Source: an optimization exercise on an open RTL-to-GDS flow (aim: small area). Production flows keep margins and buffers that such runs may drop. The RTL was checked by simulation tests, not by an equivalence proof against the original design.

--- flow/config.mk ---
export PLATFORM = sky130hd
export DESIGN_NAME = ascon_statmachine_top
export DESIGN_NICKNAME = ascon_statmachine_top
export VERILOG_FILES = /design/flow/design.v
export SDC_FILE = /design/flow/constraint.sdc
export NUM_CORES = 4
export LEC_CHECK = 0
export CAP_MARGIN = 20
export CORE_MARGIN = 2
export CORE_UTILIZATION = 40
export SLEW_MARGIN = 20
--- flow/constraint.sdc ---
create_clock -name core_clock -period 6.0 [get_ports {clk}]
set_input_delay 1.2000 -clock core_clock [delete_from_list [all_inputs] [get_ports {clk}]]
set_output_delay 1.2000 -clock core_clock [all_outputs]
set_load 0.01 [all_outputs]
--- flow/design.v ---
module ascon_permutation (
    input logic clk,
    input logic permutation_start,
    input logic [319:0] state_in,
    output logic [319:0] state_out,
    output logic permutation_done
);
function [63:0] round_constant;
    input integer index;
    begin
        case (index)
            0: round_constant = 64'h000000000000003c;
            1: round_constant = 64'h000000000000002d;
            2: round_constant = 64'h000000000000001e;
            3: round_constant = 64'h000000000000000f;
            4: round_constant = 64'h00000000000000f0;
            5: round_constant = 64'h00000000000000e1;
            6: round_constant = 64'h00000000000000d2;
            7: round_constant = 64'h00000000000000c3;
            8: round_constant = 64'h00000000000000b4;
            9: round_constant = 64'h00000000000000a5;
            10: round_constant = 64'h0000000000000096;
            11: round_constant = 64'h0000000000000087;
            default: round_constant = 64'h0000000000000000;
        endcase
    end
endfunction
function [63:0] rot;
    input [63:0] x;     
    input [5:0] n;      
    begin
        rot = (x >> n) | (x << (64 - n));   
    end
endfunction
logic [3:0] round;
logic [63:0] s0, s1, s2, s3, s4;  
logic [63:0] s0_next, s1_next, s2_next, s3_next, s4_next;
logic [63:0] T[4:0];
always @(posedge clk) begin
    if (permutation_start && !permutation_done) begin
        s2 = s2 ^ round_constant(round);
        s0_next = s0 ^ s4;
        s4_next = s4 ^ s3;
        s2_next = s2 ^ s1;
        T[0] = (s0_next ^ 64'hFFFFFFFFFFFFFFFF) & s1;
        T[1] = (s1 ^ 64'hFFFFFFFFFFFFFFFF) & s2_next;
        T[2] = (s2_next ^ 64'hFFFFFFFFFFFFFFFF) & s3;
        T[3] = (s3 ^ 64'hFFFFFFFFFFFFFFFF) & s4_next;
        T[4] = (s4_next ^ 64'hFFFFFFFFFFFFFFFF) & s0_next;
        s0_next = s0_next ^ T[1];
        s1_next = s1 ^ T[2];
        s2_next = s2_next ^ T[3];
        s3_next = s3 ^ T[4];
        s4_next = s4_next ^ T[0];
        s1_next = s1_next ^ s0_next;
        s0_next = s0_next ^ s4_next;
        s3_next = s3_next ^ s2_next;
        s2_next = s2_next ^ 64'hFFFFFFFFFFFFFFFF;
        s0_next = s0_next ^ rot(s0_next, 19) ^ rot(s0_next, 28);
        s1_next = s1_next ^ rot(s1_next, 61) ^ rot(s1_next, 39);
        s2_next = s2_next ^ rot(s2_next, 1) ^ rot(s2_next, 6);
        s3_next = s3_next ^ rot(s3_next, 10) ^ rot(s3_next, 17);
        s4_next = s4_next ^ rot(s4_next, 7) ^ rot(s4_next, 41);
        s0 = s0_next;
        s1 = s1_next;
        s2 = s2_next;
        s3 = s3_next;
        s4 = s4_next;
        if (round == 11) begin  
            state_out = {s0_next, s1_next, s2_next, s3_next, s4_next};
            permutation_done <= 1;
        end else begin
            round <= round + 1;
        end
    end else if (!permutation_start) begin
        round <= 0;
        permutation_done <= 0;
        state_out <= 0;
        s0 <= state_in[319:256];
        s1 <= state_in[255:192];
        s2 <= state_in[191:128];
        s3 <= state_in[127:64];
        s4 <= state_in[63:0];
    end
end
endmodule
module ascon_state_machine ( 
    input logic clk,
    input logic rst_n,
    input logic msg_start,
    input logic msg_last,
    input logic permutation_done,
    input logic absorb_done,
    output reg [2:0] current_state,
    output reg hash_ready,
    output reg [2:0] squeeze_counter
);
localparam INIT = 3'b000;
localparam IDLE = 3'b001;
localparam ABSORB = 3'b010;
localparam PERMUTE = 3'b011;
localparam SQUEEZE = 3'b100;
always @(posedge clk or negedge rst_n) begin
    if (!rst_n) begin
        current_state <= INIT;
        squeeze_counter <= 2'd0;
        hash_ready <= 1'b0;
    end else begin
        case (current_state)
            INIT: begin  
                current_state <= PERMUTE;
                squeeze_counter <= 2'd0;
                hash_ready <= 1'b0;
            end
            IDLE: begin
                if (msg_start == 1'b1) begin
                    current_state <= ABSORB;
                end else begin
                    current_state <= IDLE;
                end
            end
            ABSORB: begin  
                if(msg_start == 1'b1 && absorb_done == 1'b1)
                    current_state <= PERMUTE;
                else if(msg_start == 1)
                    current_state <= ABSORB;
                else
                    current_state <= IDLE;
            end
            PERMUTE: begin  
                if(msg_last == 1'b0 && permutation_done) begin
                    current_state <= IDLE;
                end else if(msg_last == 1'b1 && permutation_done) begin  
                    current_state <= SQUEEZE;
                end else begin
                end
            end
            SQUEEZE: begin  
                if (squeeze_counter == 3) begin
                    current_state <= IDLE;
                    hash_ready = 1'b1;
                end else begin
                    current_state <= PERMUTE;
                    squeeze_counter <= squeeze_counter + 1;
                end if(hash_ready == 1'b1)
                        squeeze_counter <= 2'd0;
            end
            default: begin
                current_state <= IDLE;
            end
        endcase
    end
end
endmodule
module ascon_statmachine_top (
    input logic clk,
    input logic rst_n,
    input logic [63:0] msg_in,
    input logic msg_start,
    input logic msg_last,
    output logic [0:255] hash_out,
    output wire hash_ready
);
logic [319:0] state_in;
wire [319:0] state_out;
wire [2:0] current_state;  
wire [319:0] permutation_out;
wire [2:0] squeeze_counter;
logic permutation_done;
logic absorb_done;
logic msg_start_prev;
logic msg_start_short;
logic [1:0] pulse_counter;
localparam INIT = 3'b000;
localparam IDLE = 3'b001;
localparam ABSORB = 3'b010;
localparam PERMUTE = 3'b011;
localparam SQUEEZE = 3'b100;
localparam [63:0] IV = 64'h0000080100cc0002;
reg [319:0] state_reg;
ascon_state_machine state_machine (
    .clk(clk),
    .rst_n(rst_n),
    .msg_start(msg_start_short),  
    .msg_last(msg_last),
    .permutation_done(permutation_done),
    .absorb_done(absorb_done),
    .current_state(current_state),
    .hash_ready(hash_ready),
    .squeeze_counter(squeeze_counter)
);
ascon_permutation ascon_permutation (
    .clk(clk),
    .state_in(state_reg),  
    .permutation_start(current_state == PERMUTE),  
    .state_out(permutation_out),
    .permutation_done(permutation_done)
);
always @(posedge clk) begin
    if (!rst_n) begin
        state_reg <= {IV, 256'b0};     
    end else begin
        case (current_state)
            INIT: state_reg <= {IV, 256'b0};  
            IDLE: begin 
                state_in = state_reg;  
                absorb_done <= 0;
            end
            ABSORB: begin
                    if(absorb_done == 0)
                        state_reg <= {state_reg[319:256] ^ msg_in, state_reg[255:0]};  
                        absorb_done <= 1;
                    if(absorb_done == 1) begin
                        absorb_done <= 0;
                        end
                    end 
            PERMUTE: begin   
                    if (permutation_done)
                        state_reg <= permutation_out;  
                    end
            SQUEEZE: begin
                case (squeeze_counter)
                    0: hash_out[192:255] <= state_reg[319:256];  
                    1: hash_out[128:191] <= state_reg[319:256];  
                    2: hash_out[64:127] <= state_reg[319:256];  
                    3: hash_out[0:63] <= state_reg[319:256];  
                    default: hash_out = hash_out;  
                endcase
            end
            default: state_in = state_reg;  
        endcase
    end
end
always @(posedge clk or negedge rst_n) begin
    if (!rst_n) begin
        msg_start_prev <= 0;
        msg_start_short <= 0;
        pulse_counter <= 0;
    end else begin
        msg_start_prev <= msg_start;
        if (msg_start && !msg_start_prev) begin
            msg_start_short <= 1;
            pulse_counter <= 2'd2;
        end else if (pulse_counter > 0) begin
            pulse_counter <= pulse_counter - 1;
        end else begin
            msg_start_short <= 0;
        end
    end
end
endmodule
--- flow/run.sh ---
#!/bin/bash
# synth_recipe.tcl (not shown) runs the flow's synth.tcl, then flattens the netlist and writes it again
# the make line also repeats each setting of config.mk as NAME=value (left out here)
make -C /OpenROAD-flow-scripts/flow DESIGN_CONFIG=/design/flow/config.mk WORK_HOME=/design/flow/orfs CLKGATE_MAP_FILE= SYNTH_SCRIPT=/design/flow/synth_recipe.tcl finish
==> flow_summary.ini, run 1 <==
[synth]
synth-main-ff-cell = edfxtp_1
syn_inst = 5154
synth_edf_count = 902
synth_seq_area_share = 0.543
ys_warn_count = 4
syn-cell-area_um2 = 62500
ys_types = 50
syn_area_per_cell_um2 = 12.1
async_flop_share = 0.00886
synth_fp_nets = 5357
yosys_register_bits = 1241

[sta]
slew_viol_final = 0
tightestPinTransition_ns = 1.32
rsz0062_at_grt = no
slew_headroom = 0.115
final-setup-viol-count = 0
hold_violations = 0
fin_crit_sh = 0.556
post-route-min-period_ns = 3.34
finClkSkew_ns = 0.0392
max_freq_ghz = 0.300

[drt]
ant_nets = 0
viasPerCell = 5.35
drtIter0Drc = 4379
wl_per_cell_um = 25.5
drtPass1Iterations = 6
vias = 40700
finalWirelength_mm = 194
drc = 0

[placed_design]
io_buffers = 324
hpwlAfterDp_mm = 140
placed_area_um2 = 67600
place.gp.congestion = 0.951
dp.cells = 7356

[floorplanning]
dieArea_um2 = 159000
placementRows = 145
die_h_um = 399
core_um2 = 156000
die_x_um = 399
start_util = 0.401
ioPinCount = 325

[clock_tree]
clk_latency_ns = 0.79
clock_path_buffers = 3
clock-sinks = 1241
clockRootBuffer = clkbuf_16
cts-buffers-inserted = 133
cts_resized = 0
postCtsHoldBufs = 0
cts_tree = done
path_clk_slew_ns = 0.06
cts_setup_buffers = 0
ctsHtreeMaxLevel = 4

[cells_and_area]
final_cells = 7602
final-seq-area_um2 = 33900
multi_input_comb_area_um2 = 26200
syn_to_final_growth_pct = 15.4
fillers = 14000
antennaDiodeCount = 0
drive_gt1_frac = 0.0776
fin_area_um2 = 72100
final_nets = 5636

[worst_setup_path]
reg2reg_depth = 7
worst-setup-path-type = flop to flop
worstPathArrival_ns = 4.06
cp-start-kind = flop
crit_path_end_kind = flop
reg2reg_slack_ns = 2.66
crit_fanout = 129
worstPathRequired_ns = 6.72
r2r_start = state_machine.current_state[0]
r2r_end = state_reg[295]

[hold_path]
hold_path_class = primary input to asynchronous set/reset pin

[grt]
groute.usage.overall = 0.240
grt_pass1_vias = 37700
grt_max_degree = 145
grt_pass1_wl_mm = 275
antenna_found_initial = 1
overflow = 0

[flow_run]
drv_cap = 0

[status]
status = finished clean
-- per-stage QoR --
step	setup WS [ns]	hold slack, ns	utilization	TNS (ns)
global placement	1.99	0.436	0.434	0
CTS	2.65	0.419	0.463	0
floorplan	-3.13	0.431	-	-1004.74
finish	2.66	0.412	0.463	0
global route	2.46	0.460	0.463	0
detailed placement	1.99	0.442	0.434	0
-- kinds of logic (layout without fill, tap and decap cells) --
| logic type | after synthesis | count (layout) | share of synthesized area |
|---|---|---|---|
| AND/OR/NAND/NOR | 1459 | 1459 | 0.0989 |
| XOR/XNOR | 909 | 909 | 0.192 |
| adder cells (fa/ha/maj) | 166 | 166 | 0.0320 |
| AO/OA/AOI/OAI | 874 | 874 | 0.0909 |
| flip-flops | 1241 | 1241 | 0.543 |
| buffers and inverters | 486 | 876 | 0.0402 |
| multiplexers | 19 | 19 | 0.00306 |
-- metal layers --
metal | track usage | vias up | share of wire
li1 | - | 18500 | -
met4 | 0.108 | 2 | 0.048
met2 | 0.374 | 1852 | 0.45
met3 | 0.0407 | 325 | 0.081
met1 | 0.329 | 20000 | 0.42
met5 | 0 | - | 0.000046
-- placed cells by master, fill, tap and decap left out, types with 136 or more instances in the layout --
master / count
edfxtp_1: 902
nand2_1: 724
xnor2_1: 457
dfxtp_1: 328
nor2_1: 326
clkdlybuf4s50_1: 323
nand3_1: 258
o21ai_1: 252
xnor3_1: 226
inv_1: 225
a21boi_1: 211
clkbuf_16: 136
-- worst max-delay path: stages (launching register included) --
cell,delay (ns)
dfrtp_1,0.68
nand2_1,0.21
nor2_4,0.22
buf_12,0.48
buf_4,0.92
a32o_1,0.23
a22oi_1,0.09
nor2b_1,0.15
-- Yosys cell counts (22+ instances only) --
| cell type | count | area [um^2] |
|---|---|---|
| edfxtp_1 | 902 | 27100 |
| nand3_1 | 258 | 1290 |
| xor2_1 | 128 | 1120 |
| inv_1 | 225 | 845 |
| a21o_1 | 67 | 503 |
| dfxtp_1 | 328 | 6570 |
| a32o_1 | 57 | 571 |
| o21ai_1 | 252 | 1260 |
| a21boi_0 | 45 | 338 |
| buf_2 | 79 | 395 |
| clkbuf_1 | 93 | 349 |
| xor3_1 | 30 | 713 |
| nor2_1 | 329 | 1230 |
| xnor2_2 | 61 | 992 |
| buf_4 | 22 | 165 |
| a21boi_1 | 211 | 1580 |
| xnor2_1 | 464 | 4060 |
| o21ai_0 | 114 | 571 |
| buf_6 | 67 | 754 |
| a21oi_1 | 40 | 200 |
| nand2_1 | 725 | 2720 |
| nor2_2 | 64 | 400 |
| ha_1 | 135 | 1690 |
| a22oi_1 | 57 | 428 |
| xnor3_1 | 226 | 5090 |
| maj3_1 | 31 | 310 |
| nor2b_1 | 58 | 363 |
-- worst max-delay path by stage --
stage | depth (start not counted) | endpoint | start | slack (ns)
5_1_grt | 6 | state_reg[306] | ascon_permutation.permutation_done | 2.46
3_3_place_gp | 5 | hash_out[160] | rst_n | 1.99
2_1_floorplan | 3 | ascon_permutation.permutation_done | ascon_permutation.round[0] | -3.13
6_report | 7 | state_reg[295] | state_machine.current_state[0] | 2.66
3_5_place_dp | 5 | hash_out[163] | rst_n | 1.99
4_1_cts | 5 | ascon_permutation.round[2] | state_machine.current_state[0] | 2.65
-- final cells by class --
| class | instances | share of cell area |
|---|---|---|
| sequential | 1241 | 0.471 |
| multi-input combinational | 3427 | 0.363 |
| timing repair buffer | 405 | 0.0561 |
| clock buffer | 199 | 0.0533 |
| tap | 2058 | 0.0357 |
| inverter | 225 | 0.0117 |
| clock inverter | 47 | 0.00932 |
==> run 2: changes to the inputs <==
==> flow/design.v (replaced) <==
module ascon_permutation (
    input  logic [319:0] state_in,
    input  logic [3:0]   rc,
    output logic [319:0] state_out
);
function automatic [63:0] rot(input [63:0] x, input integer n);
    rot = (x >> n) | (x << (64 - n));
endfunction
logic [63:0] x0, x1, x2, x3, x4;
logic [63:0] a0, a1, a2, a3, a4;
logic [63:0] b0, b1, b2, b3, b4;
always_comb begin
    x0 = state_in[319:256];
    x1 = state_in[255:192];
    x2 = state_in[191:128] ^ {56'd0, ~rc, rc};
    x3 = state_in[127:64];
    x4 = state_in[63:0];
    a0 = x0 ^ x4;
    a4 = x4 ^ x3;
    a2 = x2 ^ x1;
    b0 = a0 ^ (~x1 & a2);
    b1 = x1 ^ (~a2 & x3);
    b2 = a2 ^ (~x3 & a4);
    b3 = x3 ^ (~a4 & a0);
    b4 = a4 ^ (~a0 & x1);
    b1 = b1 ^ b0;
    b0 = b0 ^ b4;
    b3 = b3 ^ b2;
    b2 = ~b2;
    state_out[319:256] = b0 ^ rot(b0, 19) ^ rot(b0, 28);
    state_out[255:192] = b1 ^ rot(b1, 61) ^ rot(b1, 39);
    state_out[191:128] = b2 ^ rot(b2, 1)  ^ rot(b2, 6);
    state_out[127:64]  = b3 ^ rot(b3, 10) ^ rot(b3, 17);
    state_out[63:0]    = b4 ^ rot(b4, 7)  ^ rot(b4, 41);
end
endmodule
module ascon_state_machine (
    input  logic       clk,
    input  logic       rst_n,
    input  logic       msg_start,
    input  logic       msg_last,
    output logic       run,         
    output logic [3:0] rc,
    output logic       absorb,      
    output logic       capture,     
    output logic       hash_ready
);
logic       start_prev;
logic [1:0] sq;
wire block_edge = msg_start & ~start_prev & ~run & ~hash_ready;
wire last_round = (rc == 4'd7);
always_ff @(posedge clk or negedge rst_n) begin
    if (!rst_n) begin
        start_prev <= 1'b0;
        run        <= 1'b0;
        rc         <= 4'd12;
        sq         <= 2'd0;
        hash_ready <= 1'b0;
    end else begin
        start_prev <= msg_start;
        if (run) begin
            rc <= last_round ? 4'd12 : rc + 4'd1;
            if (last_round) begin
                if (!msg_last) begin
                    run <= 1'b0;
                end else if (sq == 2'd3) begin
                    run        <= 1'b0;
                    hash_ready <= 1'b1;
                end else begin
                    sq <= sq + 2'd1;
                end
            end
        end else if (block_edge) begin
            run <= 1'b1;
        end
    end
end
assign absorb  = run & (rc == 4'd12) & (sq == 2'd0);
assign capture = run & (rc == 4'd12) & (sq != 2'd0);
endmodule
module ascon_statmachine_top (
    input logic clk,
    input logic rst_n,
    input logic [63:0] msg_in,
    input logic msg_start,
    input logic msg_last,
    output logic [0:255] hash_out,
    output wire hash_ready
);
localparam [319:0] INIT_STATE = 320'h6a7a78353667c5aac79a235d95b5ac4847cd172ccff3184fa1893074191cd8dc0033ab61e5b0cdbd;
logic [319:0] state;
logic [319:0] round_out;
logic [63:0]  h2, h1, h0;
logic         run, absorb, capture;
logic [3:0]   rc;
ascon_state_machine state_machine (
    .clk(clk),
    .rst_n(rst_n),
    .msg_start(msg_start),
    .msg_last(msg_last),
    .run(run),
    .rc(rc),
    .absorb(absorb),
    .capture(capture),
    .hash_ready(hash_ready)
);
ascon_permutation ascon_permutation (
    .state_in({state[319:256] ^ (msg_in & {64{absorb}}), state[255:0]}),
    .rc(rc),
    .state_out(round_out)
);
always_ff @(posedge clk) begin
    if (!rst_n)
        state <= INIT_STATE;
    else if (run)
        state <= round_out;
end
always_ff @(posedge clk) begin
    if (capture) begin
        h2 <= state[319:256];
        h1 <= h2;
        h0 <= h1;
    end
end
assign hash_out = {state[319:256], h2, h1, h0};
endmodule
==> flow/flow/run.sh (new file) <==
#!/bin/bash
# Standard ORFS layout with area-oriented tweaks:
#  - port buffers use the smallest buffer (buf_1) instead of clkdlybuf4s50_1
#  - CTS without dummy loads
#  - power (area) recovery after global routing downsizes non-critical cells
set -euo pipefail
export BUFFER_PORTS_ARGS="-buffer_cell sky130_fd_sc_hd__buf_1"
export CTS_ARGS="-sink_clustering_enable -repair_clock_nets -dont_use_dummy_load"
export RECOVER_POWER=100
bash standard.sh > orfs_make.log 2>&1
==> flow/standard.sh (new file) <==
#!/bin/bash
# synth_recipe.tcl (not shown) runs the flow's synth.tcl, then flattens the netlist and writes it again
# the make line also repeats each setting of config.mk as NAME=value (left out here)
make -C /OpenROAD-flow-scripts/flow DESIGN_CONFIG=/design/flow/config.mk WORK_HOME=/design/flow/orfs CLKGATE_MAP_FILE= SYNTH_SCRIPT=/design/flow/synth_recipe.tcl "${@:-finish}"
--- a/flow/config.mk
+++ b/flow/config.mk
@@ -7,5 +7,5 @@
 export LEC_CHECK = 0
 export CAP_MARGIN = 20
 export CORE_MARGIN = 2
-export CORE_UTILIZATION = 40
+export CORE_UTILIZATION = 60
 export SLEW_MARGIN = 20
removed: flow/run.sh
==> run 2 against run 1 <==
Fmax shrank 34%. Core utilization grew 20 points. Now fails the layout checks on max-capacitance violations, max-slew violations. Final cell count down 40%. Register-to-register slack got worse by 1.7 ns. Highest routed layer unchanged.
==> flow_summary.ini, run 2 <==
[grt]
grt_max_degree = 207
grt_pass1_wl_mm = 189
groute.usage.overall = 0.448
overflow = 0
antenna_found_initial = 3
grt_pass1_vias = 27100

[floorplanning]
placementRows = 87
dieArea_um2 = 58800
core_um2 = 56300
ioPinCount = 325
start_util = 0.606
die_x_um = 242
die_h_um = 242

[synth]
synth_mux_area_frac = 0.0373
synth_top_family_by_area = XOR/XNOR gates
syn_inst = 3504
ys_warn_count = 3
ys_types = 67
synth-main-ff-cell = dfxtp_1
synth_top_area_frac = 0.220
synth_fp_nets = 3704
syn_area_per_cell_um2 = 9.73
syn-cell-area_um2 = 34100
synth_compound_area_frac = 0.0771
synth_edf_count = 192
synth_seq_area_share = 0.364
yosys_register_bits = 521
synthAdderAreaFrac = 0.0675
synthTopCellsByArea = xnor2_1 (22%), dfxtp_1 (19%), edfxtp_1 (17%), xor2_1 (6.2%), ha_1 (4.8%)
yosys-top-cells-count = xnor2_1 (858), nor2_1 (351), dfxtp_1 (320), xor2_1 (241), edfxtp_1 (192)
synth.largest_area_cell = xnor2_1
synthXorXnorAreaFrac = 0.322
yosysMostFrequentCell = xnor2_1
async_flop_share = 0.0173
yosys.area_share.simple = 0.0989

[worst_setup_path]
reg2reg_slack_ns = 0.94
worst-setup-path-type = primary input to flop
worstPathArrival_ns = 5.60
r2r_end = state[250]
crit_fanout = 48
crit_path_end_kind = flop
reg2reg_depth = 11
cp-start-kind = primary input
crit_path_start = rst_n
crit_end = state[236]
r2r_start = state_machine.rc[0]
worstPathRequired_ns = 6.53

[placed_design]
io_buffers = 324
dp_slack_ns = 1.95
place.gp.congestion = 1.13
hpwlAfterDp_mm = 104

[clock_tree]
path_clk_slew_ns = 0.06
postCtsHoldBufs = 0
clock_path_buffers = 3
cts_resized = 0
clockRootBuffer = clkbuf_16
cts_tree = done
cts-buffers-inserted = 57
clock-sinks = 521
ctsHtreeMaxLevel = 2
clk_latency_ns = 0.64
cts_setup_buffers = 0

[flow_run]
drv_cap = 8

[drt]
ant_nets = 0
finalWirelength_mm = 134
vias = 28100
drc = 0
drtIter0Drc = 3816
viasPerCell = 6.16
drtPass1Iterations = 6
wl_per_cell_um = 29.3

[cells_and_area]
drive_gt1_frac = 0.0499
largest_register_ff_count = 320
final_nets = 4008
syn_to_final_growth_pct = 9.63
top_register = state
layout_common_cells = xnor2_1 (866), nor2_1 (351), buf_1 (323)
layout_commonest_cell = xnor2_1

[sta]
finClkSkew_ns = 0.0572
hold_violations = 0
tns_ns = 0
post-route-min-period_ns = 5.07
max_freq_ghz = 0.197
slew_headroom = -0.906
setup_ws_ns = 0.927
fin_crit_sh = 0.846
slew_viol_final = 329
tightestPinTransition_ns = 2.86
final-setup-viol-count = 0
rsz0062_at_grt = no

[hold_path]
hold_path_class = flop to flop

[status]
checkFailReasons = max-capacitance violations, max-slew violations
status = finished with violations
==> run 2: cell types whose count changed in the layout (fill, tap and decap cells not counted), sizes merged, moves of 90 or more <==
cell           delta
a21boi          -256
nand2           -539
clkbuf          -119
edfxtp          -710
nand3           -230
mux2i           +107
xnor3           -217
clkdlybuf4s50   -323
a21oi            +90
o21ai           -161
xnor2           +395
xor2            +119
buf             +275
==> run 2: per-layer routing <==
layer  track usage  part of all wire  wire [um]
met1         0.578              0.37      50200
met2         0.667              0.42      56700
met3         0.109              0.12      16000
met4         0.303             0.082      11000
met5             0          0.000090         12
==> run 2: logic make-up (layout without fill, tap and decap cells) <==
kind of cell	after synthesis	count (layout)
other cells	0	3
buf+inv	279	581
simple gates	753	753
xor+xnor	1176	1176
mux	127	127
compound gates	452	452
flops	521	521
fa+ha+maj	196	196
==> run 2: critical path, stage by stage <==
cell	delay, ns
clkbuf_4	0.53
clkbuf_1	2.06
clkbuf_2	1.24
o21ai_0	0.24
a21oi_1	0.18
==> run 2: through the flow <==
stage	util	instance area [um^2]	std cells	hold WS, ns
after floorplan	-	34100	3504	0.455
after global placement	0.642	36100	4504	0.426
after detailed placement	0.643	36200	4504	0.431
after CTS	0.668	37600	4561	0.436
after global routing	0.664	37400	4562	0.443
final	0.664	37400	4565	0.435
==> run 2: layout make-up <==
class	instances	area (um^2)
Multi-Input combinational cell	2704	20500
Fill cell	4603	18900
Sequential cell	521	12400
Timing Repair Buffer	380	1610
Clock buffer	57	1430
Tap cell	756	946
Inverter	144	544
Antenna cell	3	7.51
==> run 2: worst min-delay path by stage <==
stage | start | endpoint | cells past startpoint
2_1_floorplan | state[79] | state[79] | 2
3_3_place_gp | h1[35] | h0[35] | 0
3_5_place_dp | h1[38] | h0[38] | 0
4_1_cts | h1[35] | h0[35] | 0
5_1_grt | h1[35] | h0[35] | 0
6_report | h1[35] | h0[35] | 0
==> run 3: changes to the inputs <==
==> flow/flow/run.sh (replaced) <==
#!/bin/bash
# Standard ORFS layout with area-oriented tweaks:
#  - port buffers use the smallest buffer (buf_1) instead of clkdlybuf4s50_1
#  - CTS with small clock buffers and without dummy loads
set -euo pipefail
export BUFFER_PORTS_ARGS="-buffer_cell sky130_fd_sc_hd__buf_1"
export CTS_ARGS="-sink_clustering_enable -repair_clock_nets -dont_use_dummy_load -buf_list sky130_fd_sc_hd__clkbuf_8"
bash standard.sh > orfs_make.log 2>&1
--- a/flow/config.mk
+++ b/flow/config.mk
@@ -7,5 +7,5 @@
 export LEC_CHECK = 0
 export CAP_MARGIN = 20
 export CORE_MARGIN = 2
-export CORE_UTILIZATION = 60
+export CORE_UTILIZATION = 70
 export SLEW_MARGIN = 20
==> run 3 against run 2 <==
The run now finishes clean. Critical path depth is 4 higher. Highest routed layer unchanged. Synthesized cell count stayed put. Synthesized area stayed put. Clock skew is 0.017 ns lower. Fmax is 1.3% higher.
==> flow_summary.ini, run 3 <==
[synth]
syn_area_per_cell_um2 = 9.73
synth_top_area_frac = 0.220
synth-main-ff-cell = dfxtp_1
yosysMostFrequentCell = xnor2_1
synthTopCellsByArea = xnor2_1 (22%), dfxtp_1 (19%), edfxtp_1 (17%), xor2_1 (6.2%), ha_1 (4.8%)
synth_seq_area_share = 0.364
yosys-top-cells-count = xnor2_1 (858), nor2_1 (351), dfxtp_1 (320), xor2_1 (241), edfxtp_1 (192)
synth_edf_count = 192
async_flop_share = 0.0173
synth.largest_area_cell = xnor2_1
yosys_register_bits = 521
synth_fp_nets = 3704
syn-cell-area_um2 = 34100
syn_inst = 3504
ys_types = 67
ys_warn_count = 3

[worst_setup_path]
critical_path_buf_inv_count = 1
cp-start-kind = flop
crit_fanout = 63
worst-setup-path-type = flop to flop
worstPathArrival_ns = 5.50
cp_top_family = simple AND/OR/NAND/NOR gates
crit_slowest_cell = dfrtp_4
max_stage_delay_ns = 0.88
worstPathRequired_ns = 6.49
cp_cell_sequence = nand4_4 > buf_4 > or3_1 > and2_1 > xnor2_2 > xor2_1 > xnor2_1 > nor2_1 > o21ai_0
crit_path_end_kind = flop

[drt]
drtIter0Drc = 4058
vias = 28600
drc = 0
finalWirelength_mm = 131
drtPass1Iterations = 8
ant_nets = 0
wl_per_cell_um = 29.6
viasPerCell = 6.45

[clock_tree]
clk_latency_ns = 0.70
cts-buffers-inserted = 86
clockRootBuffer = clkbuf_8
cts_resized = 0
clock-sinks = 521
cts_tree = done
ctsHtreeMaxLevel = 3
path_clk_slew_ns = 0.06
clock_path_buffers = 3
postCtsHoldBufs = 0
cts_setup_buffers = 0

[sta]
tns_ns = 0
tightestPinTransition_ns = 1.37
fin_crit_sh = 0.835
post-route-min-period_ns = 5.01
hold_violations = 0
slew_headroom = 0.0826
final-setup-viol-count = 0
rsz0062_at_grt = no
finClkSkew_ns = 0.0404
max_freq_ghz = 0.200
slew_viol_final = 0
setup_ws_ns = 0.992

[cells_and_area]
final_nets = 4027
largest_register_ff_count = 320
final_cells = 4442
layout_common_cells = xnor2_1 (847), nor2_1 (350), buf_1 (323)
layout_commonest_cell = xnor2_1
top_register = state
drive_gt1_frac = 0.0682
syn_to_final_growth_pct = 8.91

[floorplanning]
die_h_um = 225
start_util = 0.711
die_x_um = 225
placementRows = 80
ioPinCount = 325
dieArea_um2 = 50500
core_um2 = 47900

[grt]
antenna_found_initial = 2
groute.usage.overall = 0.518
grt_max_degree = 100
overflow = 0
grt_pass1_vias = 27600
grt_pass1_wl_mm = 187

[placed_design]
place.gp.congestion = 1.16
io_buffers = 324
hpwlAfterDp_mm = 101
dp_slack_ns = 1.43
dp.cells = 4354

[hold_path]
hold_path_class = flop to flop

[flow_run]
drv_cap = 0

[status]
status = finished clean
-- run 3: worst register-to-register path, delay by kind of cell, from the launching register on --
family / cells / cell delay (ns)
simple gates: 4 / 1.67
xor+xnor: 3 / 1.50
flops: 1 / 0.88
buf+inv: 1 / 0.66
compound gates: 1 / 0.08
-- run 3: layout make-up --
type	instances	area [um^2]
clock buffers	86	1180
fillers	3254	10800
flip-flops and latches	521	12400
well taps	615	769
repair buffers	370	1580
multi-input cells	2704	20700
inverters	144	551
diodes	2	5.00
-- run 3: per-stage QoR --
stage,util,hold WS [ns],instance area [um^2]
after global routing,0.775,0.446,37100
after CTS,0.773,0.444,37100
after detailed placement,0.749,0.430,35900
after global placement,0.748,0.427,35900
after floorplan,-,0.455,34100
final,0.775,0.439,37100
-- run 3: layer usage --
layer	routed length, um	vias to the layer above	part of all wire	global-route usage
li1	-	12200	-	-
met1	44300	13500	0.34	0.620
met4	13800	2	0.11	0.443
met2	53700	2238	0.41	0.737
met5	10	-	0.000076	0.00489
met3	19600	640	0.15	0.190
-- run 3: worst paths after layout --
| path | from | to | slack, ns | cells after the start |
|---|---|---|---|---|
| worst max-delay path | state_machine.run | state[233] | 0.99 | 9 |
| worst min-delay path | h1[44] | h0[44] | 0.44 | 0 |
| worst max register to register | state_machine.run | state[233] | 0.99 | 9 |
| worst min register to register | h1[44] | h0[44] | 0.44 | 0 |
| max in group asynchronous | rst_n | state_machine.rc[1] | 3.83 | 2 |
| min in group asynchronous | rst_n | state_machine.hash_ready | 0.74 | 1 |
-- run 3: logic make-up (layout without fill, tap and decap cells) --
group	after synthesis	count (layout)	share of synthesized area
compound gates	452	452	0.0771
xor+xnor	1176	1176	0.322
fa+ha+maj	196	196	0.0675
buf+inv	279	600	0.0340
flops	521	521	0.364
mux	127	127	0.0373
other cells	0	2	0
simple gates	753	753	0.0989
==> run 4: changes to the inputs <==
==> flow/flow/run.sh (replaced) <==
#!/bin/bash
# Standard ORFS layout with area-oriented tweaks:
#  - port buffers use the smallest buffer (buf_1) instead of clkdlybuf4s50_1
#  - CTS with small clock buffers and without dummy loads
set -euo pipefail
export BUFFER_PORTS_ARGS="-buffer_cell sky130_fd_sc_hd__buf_1"
export CTS_ARGS="-sink_clustering_enable -repair_clock_nets -dont_use_dummy_load -buf_list {sky130_fd_sc_hd__clkbuf_4 sky130_fd_sc_hd__clkbuf_8}"
bash standard.sh > orfs_make.log 2>&1
==> run 4 against run 3 <==
Synthesized cell count stayed put. Sequential share of layout area stayed put. Clock skew stayed put. Hold slack stayed put. Critical path depth stayed put. Worst setup slack stayed put. Count of clock-buffer cells in the layout stayed put. Final cell count stayed put.
==> flow_summary.ini, run 4 <==
[status]
status = finished clean

[sta]
tns_ns = 0
fin_crit_sh = 0.835
slew_viol_final = 0
slew_headroom = 0.0826
finClkSkew_ns = 0.0404
rsz0062_at_grt = no
hold_violations = 0
tightestPinTransition_ns = 1.37
final-setup-viol-count = 0
max_freq_ghz = 0.200
post-route-min-period_ns = 5.01

[worst_setup_path]
worst-setup-path-type = flop to flop
r2r_start = state_machine.run
crit_path_end_kind = flop
worstPathRequired_ns = 6.49
worstPathArrival_ns = 5.50
crit_path_start = state_machine.run
crit_fanout = 63
cp-start-kind = flop

[placed_design]
io_buffers = 324
placed_area_um2 = 35900
place.gp.congestion = 1.16
hpwlAfterDp_mm = 101

[synth]
synth.largest_area_cell = xnor2_1
syn_inst = 3504
yosysMostFrequentCell = xnor2_1
synth_top_area_frac = 0.220
ys_types = 67
yosys-top-cells-count = xnor2_1 (858), nor2_1 (351), dfxtp_1 (320), xor2_1 (241), edfxtp_1 (192)
synthTopCellsByArea = xnor2_1 (22%), dfxtp_1 (19%), edfxtp_1 (17%), xor2_1 (6.2%), ha_1 (4.8%)
synth_seq_area_share = 0.364
synth_edf_count = 192
synth-main-ff-cell = dfxtp_1
ys_warn_count = 3
synth_fp_nets = 3704
syn-cell-area_um2 = 34100
yosys_register_bits = 521
async_flop_share = 0.0173
syn_area_per_cell_um2 = 9.73

[drt]
vias = 28600
drc = 0
drtPass1Iterations = 8
wl_per_cell_um = 29.6
ant_nets = 0
viasPerCell = 6.45
finalWirelength_mm = 131
drtIter0Drc = 4058

[cells_and_area]
largest_register_ff_count = 320
syn_to_final_growth_pct = 8.91
top_register = state
fin_area_um2 = 37100
layout_common_cells = xnor2_1 (847), nor2_1 (350), buf_1 (323)
drive_gt1_frac = 0.0682
fillers = 3254
layout_commonest_cell = xnor2_1
multi_input_comb_area_um2 = 20700
final-seq-area_um2 = 12400
final_nets = 4027

[floorplanning]
placementRows = 80
ioPinCount = 325
start_util = 0.711
dieArea_um2 = 50500
die_x_um = 225
core_um2 = 47900
die_h_um = 225

[clock_tree]
postCtsHoldBufs = 0
cts-buffers-inserted = 86
cts_setup_buffers = 0
clock-sinks = 521
clockRootBuffer = clkbuf_8
clk_latency_ns = 0.70
ctsHtreeMaxLevel = 3
cts_resized = 0
cts_tree = done
path_clk_slew_ns = 0.06
clock_path_buffers = 3

[hold_path]
hold_path_class = flop to flop
min_from = h1[44]

[grt]
grt_pass1_wl_mm = 187
grt_pass1_vias = 27600
groute.usage.overall = 0.518
antenna_found_initial = 2
overflow = 0
grt_max_degree = 100

[flow_run]
drv_cap = 0
## run 4: kinds of logic (layout without fill, tap and decap cells)
logic type	Yosys count	in the layout	synth area share
other	0	2	0
adder cells (fa/ha/maj)	196	196	0.0675
AO/OA/AOI/OAI	452	452	0.0771
AND/OR/NAND/NOR	753	753	0.0989
buffers and inverters	279	600	0.0340
XOR/XNOR	1176	1176	0.322
multiplexers	127	127	0.0373
flip-flops	521	521	0.364
## run 4: metal layers
| metal | wire length [um] | GRT usage | share of wire | vias up |
|---|---|---|---|---|
| met4 | 13800 | 0.443 | 0.11 | 2 |
| met5 | 10 | 0.00489 | 0.000076 | - |
| met1 | 44300 | 0.620 | 0.34 | 13500 |
| met3 | 19600 | 0.190 | 0.15 | 640 |
| met2 | 53700 | 0.737 | 0.41 | 2238 |
| li1 | - | - | - | 12200 |
## run 4: critical path, cell delays in order (launching register included)
cell	delay, ns
dfrtp_4	0.88
nand4_4	0.80
buf_4	0.64
or3_1	0.48
and2_1	0.20
xnor2_2	0.64
xor2_1	0.59
xnor2_1	0.27
nor2_1	0.15
o21ai_0	0.08
## run 4: per-stage QoR
step                      cells  setup slack (ns)   util  hold slack, ns
after floorplan            3504              1.41      -           0.455
after global placement     4354              1.45  0.748           0.427
after detailed placement   4354              1.43  0.749           0.430
after CTS                  4440              1.35  0.773           0.444
after global routing       4441              1.02  0.775           0.446
final                      4442             0.992  0.775           0.439
## run 4: final timing paths
| path | endpoint | slack, ns | cells after the start |
|---|---|---|---|
| min reg2reg | h0[44] | 0.44 | 0 |
| max | state[233] | 0.99 | 9 |
| min | h0[44] | 0.44 | 0 |
| min in group asynchronous | state_machine.hash_ready | 0.74 | 1 |
| max in group asynchronous | state_machine.rc[1] | 3.83 | 2 |
| max reg2reg | state[233] | 0.99 | 9 |
## run 4: cell type report
class / count / share of cell area
multi-input cells: 2704 / 0.556
flip-flops and latches: 521 / 0.334
repair buffers: 370 / 0.0425
clock buffers: 86 / 0.0319
well taps: 615 / 0.0207
inverters: 144 / 0.0148
diodes: 2 / 0.000135
==> run 5: changes to the inputs <==
==> flow/run.sh (new file) <==
#!/bin/bash
# synth_recipe.tcl (not shown) runs the flow's synth.tcl, then flattens the netlist and writes it again
# the make line also repeats each setting of config.mk as NAME=value (left out here)
make -C /OpenROAD-flow-scripts/flow DESIGN_CONFIG=/design/flow/config.mk WORK_HOME=/design/flow/orfs CLKGATE_MAP_FILE= SYNTH_SCRIPT=/design/flow/synth_recipe.tcl finish
--- a/flow/config.mk
+++ b/flow/config.mk
@@ -7,5 +7,5 @@
 export LEC_CHECK = 0
 export CAP_MARGIN = 20
 export CORE_MARGIN = 2
-export CORE_UTILIZATION = 70
+export CORE_UTILIZATION = 40
 export SLEW_MARGIN = 20
removed: flow/flow/run.sh
removed: flow/standard.sh
==> run 5 against run 4 <==
Still clean on timing, DRC and antenna. Design area increased by 10%. Sequential share of layout area decreased by 3.1 points. Count of clock-buffer cells in the layout increased by 7. Die area increased by 73%. Synthesized cell count unchanged. Global-route usage decreased by 23 points. Worst setup slack improved by 0.60 ns. First-iteration DRC count decreased by 29%. Critical path type unchanged. Largest cell class unchanged.
==> flow_summary.ini, run 5 <==
[worst_setup_path]
cp-start-kind = flop
crit_path_end_kind = flop
worst_path_most_repeated_cell = xnor2_1
cp_cell_sequence = inv_1 > ha_1 > nand4_4 > buf_12 > buf_4 > or3_1 > a21oi_1 > xnor2_1 > buf_4 > xnor2_1 > xnor2_1 > nor2_1 > o21ai_0
worstPathRequired_ns = 6.46
crit_fanout = 59
worstPathArrival_ns = 4.86
max_stage_delay_ns = 0.82
crit_slowest_cell = xnor2_1
worst-setup-path-type = flop to flop

[synth]
synth.largest_area_cell = xnor2_1
synth-main-ff-cell = dfxtp_1
syn-cell-area_um2 = 34100
syn_area_per_cell_um2 = 9.73
synth_fp_nets = 3704
syn_inst = 3504
synth_seq_area_share = 0.364
synthTopCellsByArea = xnor2_1 (22%), dfxtp_1 (19%), edfxtp_1 (17%), xor2_1 (6.2%), ha_1 (4.8%)
yosys_register_bits = 521
ys_types = 67
async_flop_share = 0.0173
synth_edf_count = 192
yosysMostFrequentCell = xnor2_1
yosys-top-cells-count = xnor2_1 (858), nor2_1 (351), dfxtp_1 (320), xor2_1 (241), edfxtp_1 (192)
synth_top_area_frac = 0.220
ys_warn_count = 3

[drt]
drtIter0Drc = 2873
vias = 26500
ant_nets = 0
finalWirelength_mm = 128
drc = 0
drt-met1-wl_mm = 53.3
dr_wl_met2_mm = 55.3
viasPerCell = 5.29
wl_met3_mm = 12.4
top_layer = met5
drtPass1Iterations = 6
wl_per_cell_um = 25.6

[cells_and_area]
multi_input_comb_area_um2 = 20600
top_register = state
layout_common_cells = xnor2_1 (851), nor2_1 (350), clkdlybuf4s50_1 (323)
final-seq-area_um2 = 12400
antennaDiodeCount = 0
final_nets = 4015
drive_gt1_frac = 0.0703
largest_register_ff_count = 320
syn_to_final_growth_pct = 19.9
fillers = 8060
layout_commonest_cell = xnor2_1

[placed_design]
io_buffers = 324
place.gp.congestion = 1.08
dp_slack_ns = 1.77
hpwlAfterDp_mm = 100

[sta]
hold_violations = 0
post-route-min-period_ns = 4.40
tns_ns = 0
final-setup-viol-count = 0
slew_headroom = 0.135
finClkSkew_ns = 0.0323
max_freq_ghz = 0.227
slew_viol_final = 0
setup_ws_ns = 1.60
fin_crit_sh = 0.734
rsz0062_at_grt = no
tightestPinTransition_ns = 1.29

[clock_tree]
cts-buffers-inserted = 69
clock-sinks = 521
clock_path_buffers = 3
postCtsHoldBufs = 0
clockRootBuffer = clkbuf_16
cts_setup_buffers = 0
ctsHtreeMaxLevel = 3
path_clk_slew_ns = 0.06
cts_tree = done
cts_resized = 0
clk_latency_ns = 0.63

[floorplanning]
ioPinCount = 325
core_um2 = 84900
start_util = 0.402
dieArea_um2 = 87600
die_x_um = 296
die_h_um = 296
placementRows = 107

[grt]
antenna_found_initial = 3
grt_pass1_wl_mm = 180
groute.usage.overall = 0.289
overflow = 0
grt_pass1_vias = 24500
grt_max_degree = 102

[status]
status = finished clean

[flow_run]
drv_cap = 0

[hold_path]
hold_path_class = flop to flop
==> run 5: cell count changes in the layout (fill, tap and decap cells not counted), moves of 7 or more <==
cell,delta
clkdlybuf4s50_1,+323
clkbuf_16,+71
bufinv_16,+7
clkbuf_1,+21
clkinv_2,+13
buf_1,-323
clkbuf_8,-85
==> run 5: logic make-up after synthesis <==
logic type                 count (synthesis)  share of synthesized area
muxes                                    127                     0.0373
DFF                                      521                      0.364
xor gates and xnor gates                1176                      0.322
AOI/OAI and AO/OA                        452                     0.0771
buffers and inverters                    279                     0.0340
adders and majority gates                196                     0.0675
and+or+nand+nor                          753                     0.0989
==> run 5: worst paths after layout <==
path	from	end	slack [ns]	cells after the start
worst max register to register	state_machine.rc[0]	state[8]	1.60	13
max in group asynchronous	rst_n	state_machine.hash_ready	4.46	2
worst min register to register	h1[4]	h0[4]	0.44	0
min in group asynchronous	rst_n	state_machine.start_prev	0.53	1
worst max-delay path	state_machine.rc[0]	state[8]	1.60	13
worst min-delay path	h1[4]	h0[4]	0.44	0
==> run 5: worst max-delay path: cells and delay by family, from the launching register on <==
kind / cells / cell delay [ns]
compound gates: 2 / 0.27
xor+xnor: 3 / 1.10
buf+inv: 4 / 0.98
fa+ha+maj: 1 / 0.21
flops: 1 / 0.47
simple gates: 3 / 1.09
==> run 5: cell type report <==
| class | instances | share of cell area |
|---|---|---|
| inverters | 144 | 0.0134 |
| well taps | 1144 | 0.0350 |
| flip-flops and latches | 521 | 0.303 |
| clock buffers | 93 | 0.0457 |
| multi-input cells | 2704 | 0.504 |
| repair buffers | 375 | 0.0902 |
| clock inverters | 31 | 0.00829 |
==> run 5: layer usage <==
metal,track usage,up-vias
met5,0,-
met3,0.0653,271
met1,0.384,12700
li1,-,12300
met2,0.437,1227
met4,0.151,4
==> run 5: per-stage QoR <==
stage,utilization,instances,instance area [um^2],hold WS [ns]
finish,0.482,5012,40900,0.436
global route,0.482,5012,40900,0.432
CTS,0.482,5012,40900,0.427
detailed placement,0.456,4888,38700,0.431
global placement,0.455,4888,38600,0.427
floorplan,-,3504,34100,0.455
==> run 6: changes to the inputs <==
==> flow/flow/run.sh (new file) <==
#!/bin/bash
# ORFS layout with area-oriented changes. Each tool's output goes to the ORFS
# logs under orfs/logs/ and the make output to synth_make.log / layout_make.log.
#  - synthesis: the standard synthesis script, unchanged except that ABC
#    maps for area (flow/area.abc) and full adders are not extracted first;
#    registers, flattening and renaming are as in the standard synthesis
#  - port buffers use the smallest buffer (buf_1) instead of clkdlybuf4s50_1
#  - CTS with clkbuf_8 buffers and without dummy loads
set -euo pipefail
W=$(pwd)
ABC_SCRIPT="$W/flow/area.abc"
{
  head -n 1 "$W/synth_recipe.tcl"
  sed "s#^source \$::env(SCRIPTS_DIR)/synth_preamble.tcl\$#&\nlset abc_args 1 $ABC_SCRIPT#" "$FLOW_HOME/scripts/synth.tcl"
  tail -n +3 "$W/synth_recipe.tcl"
} > "$W/area_synth.tcl"
grep -q "lset abc_args 1" "$W/area_synth.tcl"
bash standard.sh SYNTH_SCRIPT="$W/area_synth.tcl" ADDER_MAP_FILE= synth > synth_make.log 2>&1
export BUFFER_PORTS_ARGS="-buffer_cell sky130_fd_sc_hd__buf_1"
export CTS_ARGS="-sink_clustering_enable -repair_clock_nets -dont_use_dummy_load -buf_list sky130_fd_sc_hd__clkbuf_8"
bash standard.sh > layout_make.log 2>&1
==> flow/flow/area.abc (new file) <==
&get -n
&st
&dch
&nf -R 1000
&put
==> flow/standard.sh (new file) <==
#!/bin/bash
# synth_recipe.tcl (not shown) runs the flow's synth.tcl, then flattens the netlist and writes it again
# the make line also repeats each setting of config.mk as NAME=value (left out here)
make -C /OpenROAD-flow-scripts/flow DESIGN_CONFIG=/design/flow/config.mk WORK_HOME=/design/flow/orfs CLKGATE_MAP_FILE= SYNTH_SCRIPT=/design/flow/synth_recipe.tcl "${@:-finish}"
--- a/flow/config.mk
+++ b/flow/config.mk
@@ -7,5 +7,5 @@
 export LEC_CHECK = 0
 export CAP_MARGIN = 20
 export CORE_MARGIN = 2
-export CORE_UTILIZATION = 40
+export CORE_UTILIZATION = 70
 export SLEW_MARGIN = 20
removed: flow/run.sh
==> run 6 against run 5 <==
Still clean. Critical path type unchanged. Final cell count down 22%. Flip-flop and latch count stayed put. Clock skew up 0.0060 ns. Die area down 49%.
==> flow_summary.ini, run 6 <==
[status]
status = finished clean

[grt]
overflow = 0
met2_usage = 0.726
grt_pass1_wl_mm = 158
grt_max_degree = 137
groute.usage.overall = 0.496
busiest_layer = met2
grtUsageMet3 = 0.173
grt_pass1_vias = 24300
met1_usage = 0.601
antenna_found_initial = 2

[clock_tree]
clock-sinks = 521
cts_setup_buffers = 0
clock_path_buffers = 3
postCtsHoldBufs = 0
clockRootBuffer = clkbuf_8
cts_tree = done
ctsHtreeMaxLevel = 3
path_clk_slew_ns = 0.06
clk_latency_ns = 0.71
cts-buffers-inserted = 87
cts_resized = 0

[synth]
synth_seq_area_share = 0.414
yosys_register_bits = 521
yosys-top-cells-count = xnor2_1 (820), xor2_1 (380), dfxtp_1 (320), nand2_1 (308), a21oi_1 (224)
syn_inst = 2946
syn-cell-area_um2 = 30000
synth-main-ff-cell = dfxtp_1
ys_types = 27
async_flop_share = 0.0173
synth_fp_nets = 3014
synth_edf_count = 192
yosysMostFrequentCell = xnor2_1
synth.largest_area_cell = xnor2_1
synthTopCellsByArea = xnor2_1 (24%), dfxtp_1 (21%), edfxtp_1 (19%), xor2_1 (11%), mux2i_1 (6.7%)
ys_warn_count = 3
synth_top_area_frac = 0.240
syn_area_per_cell_um2 = 10.2

[worst_setup_path]
critical_path_buf_inv_count = 1
max_stage_delay_ns = 0.86
reg2reg_depth = 12
crit_cells = 12
crit_fanout = 54
crit_slowest_cell = xor2_1
cp-start-kind = flop
worst_path_most_repeated_cell = xor2_1
cp_top_family = XOR/XNOR gates
worstPathRequired_ns = 6.63
worst-setup-path-type = flop to flop
worstPathArrival_ns = 5.97
crit_path_end_kind = flop
cp_cell_sequence = nand4_1 > nor3_4 > buf_12 > nand2_1 > xor2_1 > mux2i_1 > xnor2_2 > xor2_1 > xor2_1 > xnor2_1 > mux2i_1 > nand2_1

[placed_design]
place.gp.congestion = 1.12
io_buffers = 324
hpwlAfterDp_mm = 82.9

[sta]
tightestPinTransition_ns = 1.22
slew_headroom = 0.180
slew_viol_final = 0
max_freq_ghz = 0.187
hold_violations = 0
post-route-min-period_ns = 5.35
final-setup-viol-count = 0
finClkSkew_ns = 0.0383
rsz0062_at_grt = no
hold_ws_ns = 0.437
fin_crit_sh = 0.891

[cells_and_area]
top_register = state
final_nets = 3459
layout_common_cells = xnor2_1 (641), buf_1 (323), dfxtp_1 (320)
largest_register_ff_count = 320
drive_gt1_frac = 0.132
antennaDiodeCount = 0
layout_commonest_cell = xnor2_1
syn_to_final_growth_pct = 18.7

[flow_run]
drv_cap = 0

[hold_path]
hold_path_class = flop to flop
whs_path_depth = 0

[drt]
drtIter0Drc = 3651
wl_per_cell_um = 28.2
drc = 0
ant_nets = 0
finalWirelength_mm = 111
viasPerCell = 6.33
vias = 24900
drtPass1Iterations = 7

[floorplanning]
placementRows = 75
die_h_um = 211
ioPinCount = 325
start_util = 0.712
die_x_um = 211
core_um2 = 42100
dieArea_um2 = 44500
[run 6: cell count changes after synthesis, moves of 58 or more]
cell / change
nor2b_1: +60
nor2_1: -259
xor2_1: +139
clkbuf_1: -89
or3_1: -58
mux2i_1: +76
nand2_1: +122
a21oi_1: +97
xnor2_2: -59
ha_1: -132
clkinv_1: +65
inv_1: -144
[run 6: final timing paths]
path	startpoint	endpoint	slack, ns
worst max-delay path	state_machine.run	state[293]	0.65
worst min register to register	h2[42]	h1[42]	0.44
worst max register to register	state_machine.run	state[293]	0.65
max in group asynchronous	rst_n	state_machine.run	4.85
worst min-delay path	h2[42]	h1[42]	0.44
min in group asynchronous	rst_n	state_machine.hash_ready	0.61
[run 6: worst register-to-register path, cell delays in order, from the launching register on]
cell	delay, ns
dfrtp_4	0.84
nand4_1	0.37
nor3_4	0.43
buf_12	0.29
nand2_1	0.17
xor2_1	0.29
mux2i_1	0.20
xnor2_2	0.82
xor2_1	0.86
xor2_1	0.25
xnor2_1	0.54
mux2i_1	0.16
nand2_1	0.09
[run 6: through the flow]
step                setup TNS [ns]  instance area, um^2  setup WS, ns  std cells   util
finish                           0                35600         0.655       3928  0.845
global route                     0                35600         0.571       3928  0.845
CTS                              0                35600         0.956       3927  0.844
detailed placement               0                34400          1.04       3840  0.815
global placement                 0                34300          1.17       3840  0.815
floorplan                  -468.89                32200         -1.31       2946      -
[run 6: cell families after synthesis]
group | share of synthesized area
xor gates and xnor gates | 0.351
muxes | 0.0671
buffers and inverters | 0.00814
DFF | 0.414
AOI/OAI and AO/OA | 0.0744
adders and majority gates | 0.0207
and+or+nand+nor | 0.0654
[run 6: cell type report]
type                       instances  area (um^2)
sequential                       521        12400
inverter                          65          244
timing repair buffer             356         1530
multi-input combinational       2360        19500
tap                              539          674
clock buffer                      87         1200
fill                            2367         6540
[run 6: metal layers]
layer  vias to the layer above  part of all wire
met4                         2             0.093
met5                         -          0.000072
met3                       530              0.14
li1                      10600                 -
met1                     11900              0.34
met2                      1856              0.43
==> run 7: changes to the inputs <==
--- a/flow/flow/run.sh
+++ b/flow/flow/run.sh
@@ -17,5 +17,5 @@
 grep -q "lset abc_args 1" "$W/area_synth.tcl"
 bash standard.sh SYNTH_SCRIPT="$W/area_synth.tcl" ADDER_MAP_FILE= synth > synth_make.log 2>&1
 export BUFFER_PORTS_ARGS="-buffer_cell sky130_fd_sc_hd__buf_1"
-export CTS_ARGS="-sink_clustering_enable -repair_clock_nets -dont_use_dummy_load -buf_list sky130_fd_sc_hd__clkbuf_8"
+export CTS_ARGS="-sink_clustering_enable -repair_clock_nets -dont_use_dummy_load -buf_list sky130_fd_sc_hd__clkbuf_8 -sink_clustering_size 24 -sink_clustering_max_diameter 120"
 bash standard.sh > layout_make.log 2>&1
--- a/flow/config.mk
+++ b/flow/config.mk
@@ -7,5 +7,5 @@
 export LEC_CHECK = 0
 export CAP_MARGIN = 20
 export CORE_MARGIN = 2
-export CORE_UTILIZATION = 70
+export CORE_UTILIZATION = 85
 export SLEW_MARGIN = 20
==> run 7 against run 6 <==
The flow now stops in 3_1_place_gp_skip_io. Synthesized cell count is the same. Synthesized area did not move.
==> flow_summary.ini, run 7 <==
[status]
status = did not finish
stop_stage = 3_1_place_gp_skip_io
stop_error = [ERROR GPL-0301] Utilization 100.417 % exceeds 100%.

[synth]
yosys_register_bits = 521
async_flop_share = 0.0173
syn_inst = 2946
synth_edf_count = 192
ys_types = 27
synth_top_area_frac = 0.240
synth_fp_nets = 3014
synth-main-ff-cell = dfxtp_1
synth.largest_area_cell = xnor2_1
yosys-top-cells-count = xnor2_1 (820), xor2_1 (380), dfxtp_1 (320), nand2_1 (308), a21oi_1 (224)
syn-cell-area_um2 = 30000
synth_seq_area_share = 0.414
yosysMostFrequentCell = xnor2_1
syn_area_per_cell_um2 = 10.2
ys_warn_count = 3
synthTopCellsByArea = xnor2_1 (24%), dfxtp_1 (21%), edfxtp_1 (19%), xor2_1 (11%), mux2i_1 (6.7%)

[floorplanning]
start_util = 0.866
die_x_um = 192
die_h_um = 192
placementRows = 68
## run 7: cell counts after synthesis
No cell type changed its count.
## run 7: kinds of logic after synthesis
| family | after synthesis | synth area share |
|---|---|---|
| flops | 521 | 0.414 |
| xor+xnor | 1200 | 0.351 |
| simple gates | 474 | 0.0654 |
| mux | 201 | 0.0671 |
| fa+ha+maj | 62 | 0.0207 |
| buf+inv | 65 | 0.00814 |
| compound gates | 423 | 0.0744 |
==> run 8: changes to the inputs <==
--- a/flow/flow/run.sh
+++ b/flow/flow/run.sh
@@ -4,6 +4,7 @@
 #  - synthesis: the standard synthesis script, unchanged except that ABC
 #    maps for area (flow/area.abc) and full adders are not extracted first;
 #    registers, flattening and renaming are as in the standard synthesis
+#  - no timing repair at floorplan (REMOVE_ABC_BUFFERS)
 #  - port buffers use the smallest buffer (buf_1) instead of clkdlybuf4s50_1
 #  - CTS with clkbuf_8 buffers and without dummy loads
 set -euo pipefail
@@ -16,6 +17,9 @@
 } > "$W/area_synth.tcl"
 grep -q "lset abc_args 1" "$W/area_synth.tcl"
 bash standard.sh SYNTH_SCRIPT="$W/area_synth.tcl" ADDER_MAP_FILE= synth > synth_make.log 2>&1
+# no sizing pass on the unbuffered area-mapped netlist at floorplan; the
+# placement-stage repair_design buffers the high-fanout nets instead
+export REMOVE_ABC_BUFFERS=1
 export BUFFER_PORTS_ARGS="-buffer_cell sky130_fd_sc_hd__buf_1"
-export CTS_ARGS="-sink_clustering_enable -repair_clock_nets -dont_use_dummy_load -buf_list sky130_fd_sc_hd__clkbuf_8 -sink_clustering_size 24 -sink_clustering_max_diameter 120"
+export CTS_ARGS="-sink_clustering_enable -repair_clock_nets -dont_use_dummy_load -buf_list sky130_fd_sc_hd__clkbuf_8 -sink_clustering_size 14 -sink_clustering_max_diameter 80"
 bash standard.sh > layout_make.log 2>&1
--- a/flow/config.mk
+++ b/flow/config.mk
@@ -7,5 +7,5 @@
 export LEC_CHECK = 0
 export CAP_MARGIN = 20
 export CORE_MARGIN = 2
-export CORE_UTILIZATION = 85
+export CORE_UTILIZATION = 72
 export SLEW_MARGIN = 20
==> run 8 against run 7 <==
The run now finishes clean. Synthesized area is the same. Synthesized cell count unchanged.
==> flow_summary.ini, run 8 <==
[cells_and_area]
final_nets = 3480
layout_commonest_cell = xnor2_1
drive_gt1_frac = 0.0443
largest_register_ff_count = 320
top_register = state
syn_to_final_growth_pct = 11.1
layout_common_cells = xnor2_1 (815), xor2_1 (380), buf_1 (323)
fin_area_um2 = 33300

[placed_design]
placed_area_um2 = 32700
io_buffers = 324
place.gp.congestion = 1.11
hpwlAfterDp_mm = 80.5

[grt]
grt_pass1_vias = 23500
antenna_found_initial = 0
overflow = 0
groute.usage.overall = 0.468
grt_pass1_wl_mm = 150
grt_max_degree = 194

[synth]
synth_top_family_by_area = XOR/XNOR gates
async_flop_share = 0.0173
ys_warn_count = 3
yosys.area_share.simple = 0.0654
yosysMostFrequentCell = xnor2_1
syn-cell-area_um2 = 30000
synth_top_area_frac = 0.240
synth_seq_area_share = 0.414
yosys_register_bits = 521
syn_area_per_cell_um2 = 10.2
synthTopCellsByArea = xnor2_1 (24%), dfxtp_1 (21%), edfxtp_1 (19%), xor2_1 (11%), mux2i_1 (6.7%)
synthAdderAreaFrac = 0.0207
synthXorXnorAreaFrac = 0.351
syn_inst = 2946
synth_edf_count = 192
synth.largest_area_cell = xnor2_1
synth-main-ff-cell = dfxtp_1
synth_mux_area_frac = 0.0671
ys_types = 27
synth_compound_area_frac = 0.0744
yosys-top-cells-count = xnor2_1 (820), xor2_1 (380), dfxtp_1 (320), nand2_1 (308), a21oi_1 (224)

[sta]
max_freq_ghz = 0.204
tightestPinTransition_ns = 1.34
hold_ws_ns = 0.422
fin_crit_sh = 0.815
slew_headroom = 0.0976
final-setup-viol-count = 0
rsz0062_at_grt = no
tns_ns = 0
post-route-min-period_ns = 4.89
slew_viol_final = 0
hold_violations = 0
finClkSkew_ns = 0.0617

[worst_setup_path]
worst-setup-path-type = flop to flop
max_stage_delay_ns = 0.85
cp-start-kind = flop
cp_cell_sequence = nand4_1 > nor3_2 > buf_4 > buf_4 > nand2_1 > xor2_1 > mux2i_1 > xnor2_1 > xor2_1 > xor2_1 > xnor2_1 > mux2i_1 > nand2_1
worst_path_most_repeated_cell = xor2_1
crit_slowest_cell = dfrtp_4
crit_path_end_kind = flop
crit_fanout = 50
worstPathRequired_ns = 6.54
worstPathArrival_ns = 5.43

[drt]
drc = 0
wl_per_cell_um = 26.3
vias = 24500
dr_wl_met2_mm = 44.8
top_layer = met4
viasPerCell = 6.20
finalWirelength_mm = 104
wl_met3_mm = 12.9
drtPass1Iterations = 6
drtIter0Drc = 3338
drt-met1-wl_mm = 37.1
ant_nets = 0

[clock_tree]
cts_tree = done
cts_setup_buffers = 0
postCtsHoldBufs = 0
cts_resized = 0
clockRootBuffer = clkbuf_8
path_clk_slew_ns = 0.10
clock_path_buffers = 3
clk_latency_ns = 0.70
cts-buffers-inserted = 43
clock-sinks = 521
ctsHtreeMaxLevel = 2

[status]
status = finished clean

[floorplanning]
placementRows = 74
die_h_um = 208
start_util = 0.733
core_um2 = 40900
ioPinCount = 325
dieArea_um2 = 43300
die_x_um = 208

[flow_run]
drv_cap = 0

[hold_path]
hold_path_class = primary input to asynchronous set/reset pin
run 8: metal layers:
| metal | global-route usage | up-vias |
|---|---|---|
| li1 | - | 10800 |
| met1 | 0.591 | 11700 |
| met2 | 0.707 | 1634 |
| met3 | 0.114 | 416 |
| met4 | 0.326 | 0 |
| met5 | 0 | - |
run 8: path summary, 6_finish.rpt:
kind                                   start             endpoint  cells after the start  slack, ns
min reg2reg                           h1[62]               h0[62]                      0       0.43
max reg2reg                state_machine.run           state[264]                     13       1.11
min in group core_clock               h1[62]               h0[62]                      0       0.43
max                        state_machine.run           state[264]                     13       1.11
min                                    rst_n  state_machine.sq[0]                      1       0.42
max in group asynchronous              rst_n    state_machine.run                      2       4.72
run 8: stage by stage:
step / util / instances / setup WS (ns)
2_1_floorplan: - / 2946 / -13.02
3_3_place_gp: 0.798 / 3898 / 1.44
3_5_place_dp: 0.799 / 3898 / 1.23
4_1_cts: 0.813 / 3941 / 1.22
5_1_grt: 0.814 / 3942 / 1.08
6_report: 0.814 / 3943 / 1.11
run 8: layout make-up:
type	instances	area, um^2
Clock buffer	43	592
Fill cell	2634	7620
Inverter	65	244
Tap cell	532	666
Timing Repair Buffer	421	2010
Sequential cell	521	12400
Multi-Input combinational cell	2360	17400
Antenna cell	1	2.50
run 8: worst max-delay path, delay by kind of cell (launching register included):
family	cells	cell delay, ns
xor+xnor	5	1.91
simple gates	4	0.87
flops	1	0.85
buf+inv	2	0.75
mux	2	0.35
run 8: kinds of logic (layout without fill, tap and decap cells):
logic type,after synthesis,in the layout
AO/OA/AOI/OAI,423,423
XOR/XNOR,1200,1200
adder cells (fa/ha/maj),62,62
buffers and inverters,65,529
flip-flops,521,521
multiplexers,201,201
other,0,1
AND/OR/NAND/NOR,474,474

## port drivers added, routing unchanged
The results above use ideal ports. As a check the final layouts listed here were re-extracted and re-timed, cells and wires unchanged.
Step 1: set_driving_cell puts a clkbuf_16 on clk and a buf_2 on each other input, an assumption about the parent block.
Step 2 also shifts input and output timing later by t, the mid clock arrival at the registers, as if the neighbouring blocks saw the same clock.
a / b / c = no drivers / after step 1 / after step 2; a / b = the first two.
run | t (ns) | setup slack, ns | hold slack, ns | latest minus earliest clock arrival (ns) | pins driven straight from the clock port
run 1 | 0.859 | 2.663 / 2.663 / 1.998 | 0.412 / 0.388 / 0.446 | 0.040 / 0.040 | 1
run 2 | 0.679 | 0.927 / 0.940 / 0.291 | 0.435 / 0.435 / 0.435 | 0.059 / 0.059 | 1
run 3 | 0.736 | 0.992 / 0.992 / 0.992 | 0.439 / 0.439 / 0.439 | 0.041 / 0.040 | 1
run 4 | 0.736 | 0.992 / 0.992 / 0.992 | 0.439 / 0.439 / 0.439 | 0.041 / 0.040 | 1
run 5 | 0.683 | 1.597 / 1.597 / 1.597 | 0.436 / 0.436 / 0.436 | 0.033 / 0.032 | 1
run 6 | 0.742 | 0.655 / 0.655 / 0.655 | 0.437 / 0.437 / 0.437 | 0.039 / 0.038 | 1
run 8 | 0.722 | 1.110 / 1.110 / 1.110 | 0.422 / 0.406 / 0.434 | 0.064 / 0.063 | 1
The setup slack of run 1, which loses most, moves by 0.000 ns with the drivers and by -0.665 ns with both steps.
